Context: an optimization exercise on an open-source flow, tuned for a short achievable clock period and few clock cycles. The choices shown serve that exercise and are no tape-out recipe. Only simulation tests tie the RTL to the original design; equivalence was not proved. Power is estimated from default activity; no workload was simulated.

==> flow/design.v <==
module simproc (
    input  logic            clk,
    input  logic            rst,
    output logic    [7:0]   mem_din,
    output logic    [7:0]   mem_addr,
    output logic            mem_we,
    input  logic    [7:0]   mem_dout,
    input  logic    [7:0]   pc_set_val,
    input  logic            pc_set_wr,
    input  logic            run,
    output logic    [7:0]   pc_val,
    output logic            halt,
    output logic            done
);
    logic [2:0] alu_op;
    logic [7:0] alu_in_a;
    logic [7:0] alu_in_b;
    logic       alu_n, alu_z;
    logic [7:0] alu_out;
    logic       rf_write;
    logic [1:0] rf_reg_a_in;
    logic [1:0] rf_reg_b_in;
    logic [1:0] rf_reg_w_in;
    logic [7:0] rf_data_w_in;
    logic [7:0] rf_data_a_out;
    logic [7:0] rf_data_b_out;
    logic [7:0] pc_in;
    logic       pc_wr;
    logic [7:0] pc_out;
    ALU ALU1 (
        .ALUop(alu_op),
        .A(alu_in_a),
        .B(alu_in_b),
        .N(alu_n),
        .Z(alu_z),
        .ALUout(alu_out)
    );
    register_file RF1 (
        .clk(clk),
        .rst(rst),
        .RFWrite(rf_write),
        .regA(rf_reg_a_in),
        .regB(rf_reg_b_in),
        .regW(rf_reg_w_in),
        .dataW(rf_data_w_in),
        .dataA(rf_data_a_out),
        .dataB(rf_data_b_out)
    );
    program_counter PC1 (
        .clk(clk),
        .rst(rst),
        .pc_in(pc_in),
        .pc_wr(pc_wr),
        .pc_out(pc_out)
    );
    logic [7:0] instr_reg_in;
    logic [7:0] instr_reg_out;
    logic [7:0] mdr_in;
    logic [7:0] mdr_out;
    logic [7:0] reg_a_in;
    logic [7:0] reg_a_out;
    logic [7:0] reg_b_in;
    logic [7:0] reg_b_out;
    logic [7:0] alu_reg_in;
    logic [7:0] alu_reg_out;
    logic       n_flag_in, z_flag_in;
    logic       n_flag_out, z_flag_out;
    logic       ir_load;
    logic       mdr_load;
    logic       ab_load;
    logic       alu_out_load;
    logic       flag_wr;
    always_comb begin
        n_flag_in       = alu_n;
        z_flag_in       = alu_z;
        alu_reg_in      = alu_out;
        reg_a_in        = rf_data_a_out;
        reg_b_in        = rf_data_b_out;
        mdr_in          = mem_dout;
        instr_reg_in    = mem_dout;
        pc_val          = pc_out;
    end
    typedef enum logic[2:0] { 
        IDLE, CYCLE_1, CYCLE_2, CYCLE_3, CYCLE_4, CYCLE_5
    } state_t;
    typedef enum logic [2:0] {
        ALU_ADD  = 3'b000,
        ALU_SUB  = 3'b001,
        ALU_OR   = 3'b010,
        ALU_NAND = 3'b011,
        ALU_SHL  = 3'b100,
        ALU_SHR  = 3'b101
    } aluop_t;
    typedef enum logic [3:0] {
        OP_ADD   = 4'b0100,
        OP_SUB   = 4'b0110,
        OP_NAND  = 4'b1000,
        OP_ORI   = 4'b0111,   
        OP_LOAD  = 4'b0000,
        OP_STORE = 4'b0010,
        OP_BNZ   = 4'b1001,
        OP_BPZ   = 4'b0101,
        OP_BZ    = 4'b1010,
        OP_SHIFT = 4'b0011,   
        OP_JUMP  = 4'b0001    
    } opcode_t;
    typedef enum logic {
        SHIFT_R  = 1'b0,
        SHIFT_L  = 1'b1
    } shift_t;
    state_t curr_state, next_state;
    always_comb begin
        next_state      = curr_state;
        done            = 0;
        halt            = 0;
        pc_in           = 8'b0;
        pc_wr           = 0;
        alu_in_a        = 8'b0;
        alu_in_b        = 8'b0;
        mem_addr        = 8'b0;
        mem_we          = 0;
        mem_din         = 8'b0;
        ir_load         = 0;
        rf_write        = 0;
        rf_data_w_in    = 8'b0;
        alu_op          = ALU_ADD;
        alu_out_load    = 0;
        flag_wr         = 0;
        rf_reg_a_in     = 2'b0;
        rf_reg_b_in     = 2'b0;
        ab_load         = 0;
        mdr_load        = 0;
        rf_reg_w_in     = 2'b0;
        case (curr_state)
            IDLE: begin
                halt = 1;
                pc_in = pc_set_val;
                pc_wr = pc_set_wr;
                if (run) begin
                    next_state = CYCLE_1;
                end
                else begin
                    next_state = IDLE;
                end
            end
            CYCLE_1: begin
                mem_addr        = pc_out;
                ir_load         = 1;
                alu_in_a        = pc_out;
                alu_in_b        = 8'h01;
                alu_op          = ALU_ADD;
                pc_in           = alu_out;
                pc_wr           = 1;
                next_state      = CYCLE_2;
            end
            CYCLE_2: begin
                rf_reg_a_in     = instr_reg_out[7:6];
                rf_reg_b_in     = instr_reg_out[5:4];
                ab_load         = 1;
                next_state      = CYCLE_3;
            end
            CYCLE_3: begin
                next_state = IDLE;
                if (instr_reg_out[3:0] == OP_ADD || instr_reg_out[3:0] == OP_SUB ||
                    instr_reg_out[3:0] == OP_NAND) begin
                    case (instr_reg_out[3:0])
                        OP_ADD:  alu_op = ALU_ADD;
                        OP_SUB:  alu_op = ALU_SUB;
                        OP_NAND: alu_op = ALU_NAND;
                        default: alu_op = ALU_ADD;
                    endcase
                    alu_in_a        = reg_a_out;
                    alu_in_b        = reg_b_out;
                    alu_out_load    = 1;
                    flag_wr         = 1;
                    next_state = CYCLE_4;
                end
                else if (instr_reg_out[2:0] == OP_SHIFT[2:0]) begin
                    if (instr_reg_out[5] == 1)
                        alu_op = ALU_SHL;
                    else
                        alu_op = ALU_SHR;
                    alu_in_a        = reg_a_out;
                    alu_in_b        = {6'b0, instr_reg_out[4:3]};
                    alu_out_load    = 1;
                    flag_wr         = 1;
                    next_state      = CYCLE_4;
                end
                else if (instr_reg_out[3:0] == OP_LOAD) begin
                    mem_addr        = reg_b_out;
                    mdr_load        = 1;
                    next_state      = CYCLE_4;
                end
                else if (instr_reg_out[3:0] == OP_STORE) begin
                    mem_addr        = reg_b_out;
                    mem_din         = reg_a_out;
                    mem_we          = 1;
                    done            = 1;
                    if (run)
                        next_state = CYCLE_1;
                    else
                        next_state = IDLE;
                end
                else if (instr_reg_out[3:0] == OP_BNZ || instr_reg_out[3:0] == OP_BPZ ||
                    instr_reg_out[3:0] == OP_BZ || instr_reg_out[3:0] == OP_JUMP) begin
                    case (instr_reg_out[3:0])
                        OP_BNZ: if (!z_flag_out) pc_wr = 1;
                        OP_BPZ: if (!n_flag_out) pc_wr = 1;
                        OP_BZ:  if (z_flag_out)  pc_wr = 1;
                        OP_JUMP:                 pc_wr = 1;
                    endcase
                    alu_in_a        = pc_out;
                    alu_in_b        = {{4{instr_reg_out[7]}}, instr_reg_out[7:4]};
                    alu_op          = ALU_ADD;
                    pc_in           = alu_out;
                    done            = 1;
                    if (run)
                        next_state = CYCLE_1;
                    else
                        next_state = IDLE;
                end
                else if (instr_reg_out[2:0] == OP_ORI[2:0]) begin
                    rf_reg_a_in     = 2'b0;  
                    ab_load         = 1;
                    next_state      = CYCLE_4;
                end
            end
            CYCLE_4: begin
                next_state = IDLE;
                if (instr_reg_out[3:0] == OP_ADD || instr_reg_out[3:0] == OP_SUB ||
                    instr_reg_out[3:0] == OP_NAND || instr_reg_out[2:0] == OP_SHIFT[2:0]) 
                    begin
                    rf_reg_w_in     = instr_reg_out[7:6];
                    rf_data_w_in    = alu_reg_out;
                    rf_write        = 1;
                    done            = 1;
                    if (run)
                        next_state = CYCLE_1;
                    else
                        next_state = IDLE;
                end
                else if (instr_reg_out[3:0] == OP_LOAD) begin
                    rf_reg_w_in     = instr_reg_out[7:6];
                    rf_data_w_in    = mdr_out;
                    rf_write        = 1;
                    done            = 1;
                    if (run)
                        next_state = CYCLE_1;
                    else
                        next_state = IDLE;
                end
                else if (instr_reg_out[2:0] == OP_ORI[2:0]) begin
                    alu_in_a        = reg_a_out;
                    alu_in_b        = {3'b0, instr_reg_out[7:3]};
                    alu_op          = ALU_OR;
                    alu_out_load    = 1;
                    flag_wr         = 1;
                    next_state      = CYCLE_5;
                end
            end
            CYCLE_5: begin
                    rf_reg_w_in     = 2'b0;  
                    rf_data_w_in    = alu_reg_out;
                    rf_write        = 1;
                    done            = 1;
                    if (run)
                        next_state = CYCLE_1;
                    else
                        next_state = IDLE;
            end
            default: next_state = IDLE;
        endcase
    end
    always_ff @(posedge clk) begin
        if (rst) begin
            curr_state      <= IDLE;
            instr_reg_out   <= 8'b0;
            mdr_out         <= 8'b0;
            reg_a_out       <= 8'b0;
            reg_b_out       <= 8'b0;
            alu_reg_out     <= 8'b0;
            n_flag_out      <= 0;
            z_flag_out      <= 0;
        end
        else begin
            curr_state <= next_state;
            if (ir_load) begin
                instr_reg_out   <= instr_reg_in;
            end
            if (mdr_load) begin
                mdr_out         <= mdr_in;
            end
            if (ab_load) begin
                reg_a_out       <= reg_a_in;
                reg_b_out       <= reg_b_in;
            end
            if (alu_out_load) begin
                alu_reg_out     <= alu_reg_in;
            end
            if (flag_wr) begin
                n_flag_out      <= n_flag_in;
                z_flag_out      <= z_flag_in;
            end
        end
    end
endmodule
module register_file (
	input  logic            clk,
    input  logic            rst,
	input  logic            RFWrite,
	input  logic    [1:0]   regA,
	input  logic    [1:0]   regB,
	input  logic    [1:0]   regW,
	input  logic    [7:0]   dataW,
	output logic    [7:0]   dataA,
	output logic    [7:0]   dataB
);
    logic [7:0] rf[0:3];
	always_ff @ (posedge clk) begin
        if (rst) begin
            rf[0] <= 8'b0;
            rf[1] <= 8'b0;
            rf[2] <= 8'b0;
            rf[3] <= 8'b0;
        end
		else if (RFWrite) begin
            rf[regW] <= dataW;
		end
	end
	always_comb begin
        dataA = rf[regA];
        dataB = rf[regB];
    end
endmodule
module program_counter (
    input  logic            clk,
    input  logic            rst,
    input  logic    [7:0]   pc_in,
    input  logic            pc_wr,
    output logic    [7:0]   pc_out
); 
    always_ff @ (posedge clk) begin
        if (rst) begin
            pc_out <= 8'b0;
        end
        else if (pc_wr) begin
            pc_out <= pc_in;
        end
    end
endmodule
module ALU (
    input  logic    [2:0]   ALUop,
    input  logic    [7:0]   A,
    input  logic    [7:0]   B,
    output logic            N,
    output logic            Z,
    output logic    [7:0]   ALUout
);
    typedef enum logic [2:0] {
        ADD  = 3'b000,
        SUB  = 3'b001,
        OR   = 3'b010,
        NAND = 3'b011,
        SHL  = 3'b100,
        SHR  = 3'b101
    } aluop_t;
    always @ (*) begin
        case(ALUop) 
            ADD:        ALUout = A + B;
            SUB:        ALUout = A - B;
            OR:         ALUout = A | B;
            NAND:       ALUout = ~(A & B);
            SHL:        ALUout = A << B[1:0];
            SHR:        ALUout = A >> B[1:0];
            default:    ALUout = 8'h00; 
        endcase
    end
    assign N = ALUout[7];
    assign Z = ~(|ALUout);
endmodule
==> flow/run.sh <==
#!/bin/bash
# synth_recipe.tcl (not shown) runs the flow's synth.tcl, then flattens the netlist and writes it again
# the make line also repeats each setting of config.mk as NAME=value (left out here)
make -C /OpenROAD-flow-scripts/flow DESIGN_CONFIG=/design/flow/config.mk WORK_HOME=/design/flow/orfs CLKGATE_MAP_FILE= SYNTH_SCRIPT=/design/flow/synth_recipe.tcl finish
==> flow/config.mk <==
export PLATFORM = sky130hd
export DESIGN_NAME = simproc
export DESIGN_NICKNAME = simproc
export VERILOG_FILES = /design/flow/design.v
export SDC_FILE = /design/flow/constraint.sdc
export NUM_CORES = 4
export LEC_CHECK = 0
export CAP_MARGIN = 20
export CORE_MARGIN = 2
export CORE_UTILIZATION = 45
export SLEW_MARGIN = 20
==> flow/constraint.sdc <==
create_clock -name core_clock -period 10.0 [get_ports {clk}]
set_input_delay 2.0000 -clock core_clock [delete_from_list [all_inputs] [get_ports {clk}]]
set_output_delay 2.0000 -clock core_clock [all_outputs]
set_load 0.01 [all_outputs]
==> impl_metrics.yaml, run 1 <==
synthesis:
  ys_seq_area_share_pct: 35.60
  syn_area_um2: 5623
  synth_edf_count: 32
  synth.avg_cell_area_um2: 8.293
  netlist_instances: 678
  synth_fp_nets: 710
  synth_cell_types: 84
  ys_warn_count: 4
  ys_ff_latch: 84
  async_flop_share_pct: 0
  synth_flop_cell: "dfxtp_1"
timing:
  min_period_ps: 5450
  setup-violations-final: 0
  relSlewSlack_pct: 24.98
  max_freq_mhz: 183.5
  tightest_slew_ps: 1117
  final_max_slew_viol_count: 0
  hold_viol: 0
  rsz0062_at_grt: "false"
  min_period_over_period_pct: 54.50
  setup_tns_ps: 0
  finalClockSkew_ps: 11.35
run:
  drv_cap: 0
clock_tree:
  insertion_delay_ps: 350
  hold_buffers: 0
  clock-root-buffer: "clkbuf_16"
  htreeDepth: 3
  clockBufferDepth: 2
  cts_inserted_buffers: 9
  postCtsSetupBuffers: 0
  cts_tree: "yes"
  ctsResizeCount: 0
  clock_sinks: 84
  clkTransAtPathRegs_ps: 70
pwr:
  p_per_area_nw_per_um2: 178.6
  ir_drop_v: 0.0001206
  p_leak_nw: 2.172
cells_and_area:
  final_area_um2: 6384
  final_common_cell: "nor2_1"
  nFillCells: 1221
  syn2layout_area_growth_pct: 13.53
  utilization_pct: 52.71
  n_antenna_cell: 0
  nets: 727
  layout_common_cells: "nor2_1 (111), nand2_1 (72), dfxtp_1 (52), clkdlybuf4s50_1 (45), a21oi_1 (44)"
  drive_gt1_share_pct: 6.571
global_routing:
  antenna_found_initial: 0
  grt_overflow: 0
  track_usage_pct: 29.23
  grt_max_degree: 60
  grt_pass1_wl_um: 29330
  grt_pass1_vias: 5011
route:
  routedWlPerCell_um: 22.04
  route.detailed.drc: 0
  drtIter0Drc: 482
  num_vias: 5421
  wirelength_um: 19130
  antenna_left: 0
  vias_per_cell: 6.245
  dr.pass1.iters: 5
setup_path:
  r2r-start: "instr_reg_out[1]$_SDFFE_PP0N_"
  worstSetupStartpointType: "register"
  crit_path_end_kind: "register"
  required_ps: 10260
  worstPathMaxFanout: 25
  cp.arrival_ps: 5710
  crit_path_start: "instr_reg_out[1]$_SDFFE_PP0N_"
  path_class: "reg -> reg"
placement:
  placed_area_um2: 6107
  gp_congestion: 0.9574
  port_buffers: 46
  dp_hpwl_um: 14300
floorplan:
  die_x_um: 115.8
  initial_utilization_pct: 46.43
  die-area_um2: 13410
  rows: 40
  ios: 47
  fp.dieH_um: 115.8
  core_um2: 12110
hold_path:
  hp-start: "alu_reg_out[0]$_SDFFE_PP0P_"
  min_path_type: "reg -> reg"
run_status:
  status: "timing/DRC/antenna clean"
==> final cells by class <==
cell class / instances / area (µm²) / share of cell area (%)
Multi-Input combinational cell: 535 / 3342 / 52.35
Inverter: 10 / 37.54 / 0.5880
Timing Repair Buffer: 55 / 523.0 / 8.193
Tap cell: 168 / 210.2 / 3.293
Clock inverter: 6 / 40.04 / 0.6272
Clock buffer: 10 / 229.0 / 3.587
Sequential cell: 84 / 2002 / 31.36
==> registers in the layout, indices dropped and copies added (netlist names) <==
| signal | flops |
|---|---|
| RF1.rf | 32 |
| alu_reg_out | 8 |
| reg_b_out | 8 |
| curr_state | 3 |
| instr_reg_out | 8 |
| mdr_out | 8 |
| z_flag_out | 1 |
| reg_a_out | 8 |
| PC1.pc_out | 8 |
==> cells in the mapped netlist (3+ instances only) <==
cell type	count	share of area, %
nor2_1	111	7.4
o21ai_1	5	0.44
xor2_1	3	0.47
buf_2	10	0.89
inv_1	8	0.53
nor4_1	3	0.33
mux2i_1	17	3.0
nor2b_1	17	1.9
xnor2_1	9	1.4
dfxtp_1	52	19
ha_1	11	2.4
nor3_1	15	1.3
nand2_2	3	0.33
a32oi_1	3	0.47
nand3_1	11	0.98
buf_4	4	0.53
a21oi_1	44	3.9
a211oi_1	32	4.3
clkbuf_1	30	2.0
o21ai_0	13	1.2
nand2b_1	8	0.89
nand2_1	72	4.8
a2bb2oi_1	7	1.1
a31oi_1	6	0.67
a21o_1	9	1.2
o311ai_1	3	0.47
a22o_1	12	1.9
or3_1	3	0.33
a22oi_1	13	1.7
a311oi_1	18	2.8
and3_1	12	1.3
edfxtp_1	32	17
buf_6	4	0.80
and2_1	14	1.6
==> worst max-delay path, cell delays in order (launching register included) <==
cell and delay (ps):
dfxtp_1 810, nor2b_1 420, o311ai_1 180, o21ai_2 720, inv_2 270, ha_1 360, o21ai_0 320, ha_1 300
a21o_1 150, a21o_1 200, a311oi_1 330, xnor2_1 110, a221o_1 350, nor3_1 420, nand4_1 170, o31ai_2 230
==> report_power, final <==
part           total, mW  switching (mW)  leakage (nW)  internal (mW)
combinational      0.407           0.236          1.29          0.171
sequential         0.427          0.0483         0.753          0.378
clock              0.307           0.139         0.124          0.168
total               1.14           0.423          2.17          0.717
==> per-layer routing <==
metal	track usage, %	wire (µm)	share of wire (%)
met5	0	0	0
met4	13.81	848	4.4
met2	47.33	8995	47
met3	4.655	1141	6.0
met1	38.37	8150	43
==> logic make-up (layout without fill, tap and decap cells) <==
family	Yosys count	after routing	share of synthesized area [%]
and+or+nand+nor	291	291	24.88
AOI/OAI and AO/OA	202	202	26.46
DFF	84	84	35.60
buffers and inverters	59	81	4.962
muxes	17	17	3.026
xor gates and xnor gates	13	13	2.270
adders and majority gates	12	12	2.804
==> final timing paths <==
check / to / slack, ps / cells after the start
setup / recovery: z_flag_out$_SDFFE_PP0P_ / 4550 / 15
setup reg to reg: z_flag_out$_SDFFE_PP0P_ / 4550 / 15
hold reg to reg: alu_reg_out[0]$_SDFFE_PP0P_ / 500 / 2
hold / removal: alu_reg_out[0]$_SDFFE_PP0P_ / 500 / 2
==> through the flow <==
stage / hold slack [ps] / power [mW] / setup slack [ps] / cells
floorplan: 460.8 / 0.6888 / 6013 / 678
global placement: 474.7 / 0.8291 / 4687 / 851
detailed placement: 490.2 / 0.8293 / 4562 / 851
CTS: 499.9 / 1.134 / 4534 / 867
global route: 522.8 / 1.189 / 4140 / 868
finish: 502.4 / 1.140 / 4550 / 868
Testbench counts, summed over its fixed seeds: cycles 184,814.
==> run 2, diff against run 1 <==
==> flow/design.v (replaced) <==
module simproc (
    input  logic            clk,
    input  logic            rst,
    output logic    [7:0]   mem_din,
    output logic    [7:0]   mem_addr,
    output logic            mem_we,
    input  logic    [7:0]   mem_dout,
    input  logic    [7:0]   pc_set_val,
    input  logic            pc_set_wr,
    input  logic            run,
    output logic    [7:0]   pc_val,
    output logic            halt,
    output logic            done
);
    logic [7:0] r0, r1, r2, r3;
    logic       n_flag, z_flag;
    logic [7:0] ir;          
    logic       v;           
    logic [7:0] fpc;         
    logic [7:0] tpc;         
    logic       halt_q;
    logic d_load, d_store, d_ls;
    logic d_bnz, d_bpz, d_bz, d_jmp;
    logic d_add, d_sub, d_nand, d_shift, d_ori;
    logic [3:0] f_op;
    logic f_load, f_store, f_bnz, f_bpz, f_bz, f_jmp, f_add, f_sub, f_nand, f_shift, f_ori;
    always_comb begin
        f_op    = mem_dout[3:0];
        f_load  = (f_op == 4'b0000);
        f_store = (f_op == 4'b0010);
        f_bnz   = (f_op == 4'b1001);
        f_bpz   = (f_op == 4'b0101);
        f_bz    = (f_op == 4'b1010);
        f_jmp   = (f_op == 4'b0001);
        f_add   = (f_op == 4'b0100);
        f_sub   = (f_op == 4'b0110);
        f_nand  = (f_op == 4'b1000);
        f_shift = (f_op[2:0] == 3'b011);
        f_ori   = (f_op[2:0] == 3'b111);
    end
    logic [7:0] ra, rb;
    always_comb begin
        case (ir[7:6])
            2'd0: ra = r0;
            2'd1: ra = r1;
            2'd2: ra = r2;
            default: ra = r3;
        endcase
        case (ir[5:4])
            2'd0: rb = r0;
            2'd1: rb = r1;
            2'd2: rb = r2;
            default: rb = r3;
        endcase
    end
    logic taken;
    assign taken = d_jmp | (d_bnz & ~z_flag) | (d_bz & z_flag) | (d_bpz & ~n_flag);
    logic [7:0] fa;
    assign fa = taken ? tpc : fpc;
    logic [7:0] res;
    logic       alu_wr;
    always_comb begin
        res = 8'h00;
        if (d_add)        res = ra + rb;
        else if (d_sub)   res = ra - rb;
        else if (d_nand)  res = ~(ra & rb);
        else if (d_shift) res = ir[5] ? (ra << ir[4:3]) : (ra >> ir[4:3]);
        else if (d_ori)   res = r0 | {3'b000, ir[7:3]};
        alu_wr = d_add | d_sub | d_nand | d_shift | d_ori;
    end
    logic [1:0] wsel;
    assign wsel = d_ori ? 2'd0 : ir[7:6];
    assign mem_addr = d_ls ? rb : fa;
    assign mem_din  = ra;
    assign mem_we   = d_store;
    assign done     = v;
    assign halt     = halt_q;
    assign pc_val   = fpc;
    logic fetch;         
    assign fetch = run & ~d_ls & ~pc_set_wr;
    logic [7:0] fa1;
    assign fa1 = fa + 8'd1;
    always_ff @(posedge clk) begin
        if (rst) begin
            r0 <= 8'h00; r1 <= 8'h00; r2 <= 8'h00; r3 <= 8'h00;
            n_flag <= 1'b0; z_flag <= 1'b0;
            v <= 1'b0;
            fpc <= 8'h00;
            halt_q <= 1'b1;
            d_load <= 1'b0; d_store <= 1'b0; d_ls <= 1'b0;
            d_bnz <= 1'b0; d_bpz <= 1'b0; d_bz <= 1'b0; d_jmp <= 1'b0;
            d_add <= 1'b0; d_sub <= 1'b0; d_nand <= 1'b0; d_shift <= 1'b0; d_ori <= 1'b0;
        end else begin
            halt_q <= ~run;
            if (alu_wr) begin
                case (wsel)
                    2'd0: r0 <= res;
                    2'd1: r1 <= res;
                    2'd2: r2 <= res;
                    default: r3 <= res;
                endcase
                n_flag <= res[7];
                z_flag <= (res == 8'h00);
            end else if (d_load) begin
                case (ir[7:6])
                    2'd0: r0 <= mem_dout;
                    2'd1: r1 <= mem_dout;
                    2'd2: r2 <= mem_dout;
                    default: r3 <= mem_dout;
                endcase
            end
            v <= fetch;
            d_load  <= fetch & f_load;
            d_store <= fetch & f_store;
            d_ls    <= fetch & (f_load | f_store);
            d_bnz   <= fetch & f_bnz;
            d_bpz   <= fetch & f_bpz;
            d_bz    <= fetch & f_bz;
            d_jmp   <= fetch & f_jmp;
            d_add   <= fetch & f_add;
            d_sub   <= fetch & f_sub;
            d_nand  <= fetch & f_nand;
            d_shift <= fetch & f_shift;
            d_ori   <= fetch & f_ori;
            if (fetch) begin
                ir  <= mem_dout;
                tpc <= fa1 + {{4{mem_dout[7]}}, mem_dout[7:4]};
            end
            if (pc_set_wr)
                fpc <= pc_set_val;
            else if (!d_ls)
                fpc <= run ? fa1 : fa;
        end
    end
endmodule
==> impl_metrics.yaml, run 2 <==
run_status:
  status: "timing/DRC/antenna clean"
route:
  drtIter0Drc: 441
  num_vias: 4609
  wirelength_um: 14980
  wl_met3_um: 1300
  vias_per_cell: 6.203
  routedWlPerCell_um: 20.15
  antenna_left: 0
  wl_met1_um: 6593
  wl_met2_um: 6740
  route.detailed.drc: 0
  maxUsedRoutingLayer: "met4"
  dr.pass1.iters: 5
floorplan:
  initial_utilization_pct: 45.70
  die-area_um2: 12370
  core_um2: 11320
  rows: 39
  ios: 47
  die_x_um: 111.2
  fp.dieH_um: 111.2
synthesis:
  synth_cell_types: 58
  synth_compound_area_share_pct: 17.27
  synth_flop_cell: "dfxtp_1"
  synth_edf_count: 13
  ys_warn_count: 1
  synth-simple-area-share_pct: 17.24
  synthMostInstantiatedCell: "nor2_1"
  yosys.area_share.adder_pct: 6.965
  synth.top_cell.area_share_pct: 21.67
  ys_seq_area_share_pct: 29.21
  synth_fp_nets: 614
  yosysTopAreaCell: "dfxtp_1"
  synth_top_family_by_area: "multiplexers"
  ys_ff_latch: 69
  synthMuxAreaShare_pct: 19.20
  syn_area_um2: 5174
  synth.avg_cell_area_um2: 9.125
  async_flop_share_pct: 0
  synth_common_cells: "nor2_1 (64), dfxtp_1 (56), a21oi_1 (40), nand2_1 (36), clkbuf_1 (31)"
  synth_xor_xnor_area_share_pct: 5.079
  netlist_instances: 567
  netlist_top_cells_area: "dfxtp_1 (22%), mux4_2 (12%), edfxtp_1 (7.5%)"
global_routing:
  track_usage_pct: 24.79
  grt_pass1_vias: 4402
  grt_overflow: 0
  grt_pass1_wl_um: 23920
  grt_max_degree: 48
  antenna_found_initial: 0
setup_path:
  slowest_stage: "mux2i_1"
  cp.depth: 5
  crit_buf_inv: 1
  r2r-start: "ir[4]$_DFFE_PP_"
  crit_path_start: "z_flag$_SDFFE_PP0N_"
  worstPathMaxFanout: 8
  crit_family: "multiplexers"
  r2r_slack_ps: 5710
  worstSetupStartpointType: "register"
  r2r-end: "z_flag$_SDFFE_PP0N_"
  path_class: "reg -> out"
  crit_path_end_kind: "output pin"
  path_cells: "mux2_4 -> nor3_4 -> mux2i_1 -> a21oi_1 -> clkdlybuf4s50_1"
  cp.arrival_ps: 2750
  max_stage_delay_ps: 580
  required_ps: 8000
  worstSetupEndpoint: "mem_addr[5]"
  reg2reg_depth: 10
placement:
  place_ws_ps: 5360
  port_buffers: 46
  dp_hpwl_um: 11190
  gp_congestion: 0.9297
  dp.cells: 725
  placed_area_um2: 5739
cells_and_area:
  utilization_pct: 53.63
  fin_cells: 743
  n_antenna_cell: 0
  syn2layout_area_growth_pct: 17.34
  layout_common_cells: "nor2_1 (64), dfxtp_1 (56), clkdlybuf4s50_1 (46), a21oi_1 (40), nand2_1 (36)"
  drive_gt1_share_pct: 11.50
  nets: 642
  final_area_um2: 6071
  final_common_cell: "nor2_1"
clock_tree:
  clock_sinks: 69
  clock-root-buffer: "clkbuf_16"
  clockBufferDepth: 2
  cts_inserted_buffers: 9
  ctsResizeCount: 0
  postCtsSetupBuffers: 0
  clkTransAtPathRegs_ps: 60
  hold_buffers: 0
  htreeDepth: 3
  insertion_delay_ps: 340
  cts_tree: "yes"
timing:
  hold_viol: 0
  final_max_slew_viol_count: 0
  setup_tns_ps: 0
  relSlewSlack_pct: 33.93
  setup-violations-final: 0
  min_period_ps: 4753
  finalClockSkew_ps: 8.124
  tightest_slew_ps: 986.9
  rsz0062_at_grt: "false"
  worst_slack_ps: 5247
  max_freq_mhz: 210.4
  min_period_over_period_pct: 47.53
run:
  drv_cap: 0
hold_path:
  min_path_type: "reg -> reg"
pwr:
  p_leak_nw: 2.322
  p_per_area_nw_per_um2: 120.2
  ir_drop_v: 0.00009029
==> run 2: kinds of logic after synthesis <==
kind of cell / after synthesis
AND/OR/NAND/NOR: 178
AO/OA/AOI/OAI: 132
flip-flops: 69
buffers and inverters: 68
multiplexers: 63
XOR/XNOR: 30
adder cells (fa/ha/maj): 27
==> run 2: worst min path at each step <==
stage,from,cells after the start,end
global route,n_flag$_SDFFE_PP0N_,2,n_flag$_SDFFE_PP0N_
CTS,n_flag$_SDFFE_PP0N_,2,n_flag$_SDFFE_PP0N_
floorplan,n_flag$_SDFFE_PP0N_,2,n_flag$_SDFFE_PP0N_
global placement,n_flag$_SDFFE_PP0N_,2,n_flag$_SDFFE_PP0N_
finish,n_flag$_SDFFE_PP0N_,2,n_flag$_SDFFE_PP0N_
detailed placement,n_flag$_SDFFE_PP0N_,2,n_flag$_SDFFE_PP0N_
==> run 2: final cells by class <==
class	instances	area, µm²
Fill cell	1017	5250
Clock inverter	5	37.54
Sequential cell	69	1511
Multi-Input combinational cell	430	3423
Timing Repair Buffer	55	543.0
Clock buffer	11	264.0
Inverter	30	112.6
Tap cell	143	178.9
==> run 2: routing by layer <==
layer,vias up,track usage (%)
met5,-,0
met1,2265,34.17
met2,183,37.07
li1,2135,-
met4,0,8.560
met3,26,7.545
==> run 2: tightest hold or removal path: stages (launching register included) <==
cell and delay, ps:
dfxtp_1 310, nand2_1 50, a21oi_1 50
==> run 2: metrics by stage <==
| stage | hold WS, ps | power (mW) |
|---|---|---|
| finish | 469.5 | 0.7295 |
| global route | 501.8 | 0.7625 |
| CTS | 471.3 | 0.7367 |
| detailed placement | 466.4 | 0.4156 |
| global placement | 458.9 | 0.4147 |
| floorplan | 436.7 | 0.3751 |
==> run 2: report_power, final <==
part           total [mW]  internal, mW  switching, mW
clock               0.319         0.191          0.127
combinational       0.110        0.0531         0.0571
sequential          0.301         0.293        0.00743
Testbench counts of run 2, summed over its fixed seeds: cycles 59,725.

==> re-timing with driven ports <==
In the flow no input, the clock included, has a driving cell. The finished layouts below were timed again as built, in two steps.
Step 1 assumes that a clkbuf_16 drives the clock port and a buf_2 every other input.
Step 2 adds t to the input delays and takes it off the output delays; t is the mean of the earliest and latest rising clock arrival at the registers after step 1. Input paths then give back, and output paths get back, about the clock's delay inside the block.
a / b / c = no drivers / after step 1 / after step 2; a / b = the first two.
run	t, ns	setup WS [ns]	worst hold slack (ns)	worst setup path after step 2
run 1	0.384	4.550 / 4.550 / 4.550	0.502 / 0.502 / 0.502	register to register
run 2	0.376	5.247 / 5.208 / 5.583	0.469 / 0.469 / 0.469	register to output
After both steps every run listed still meets setup and hold.
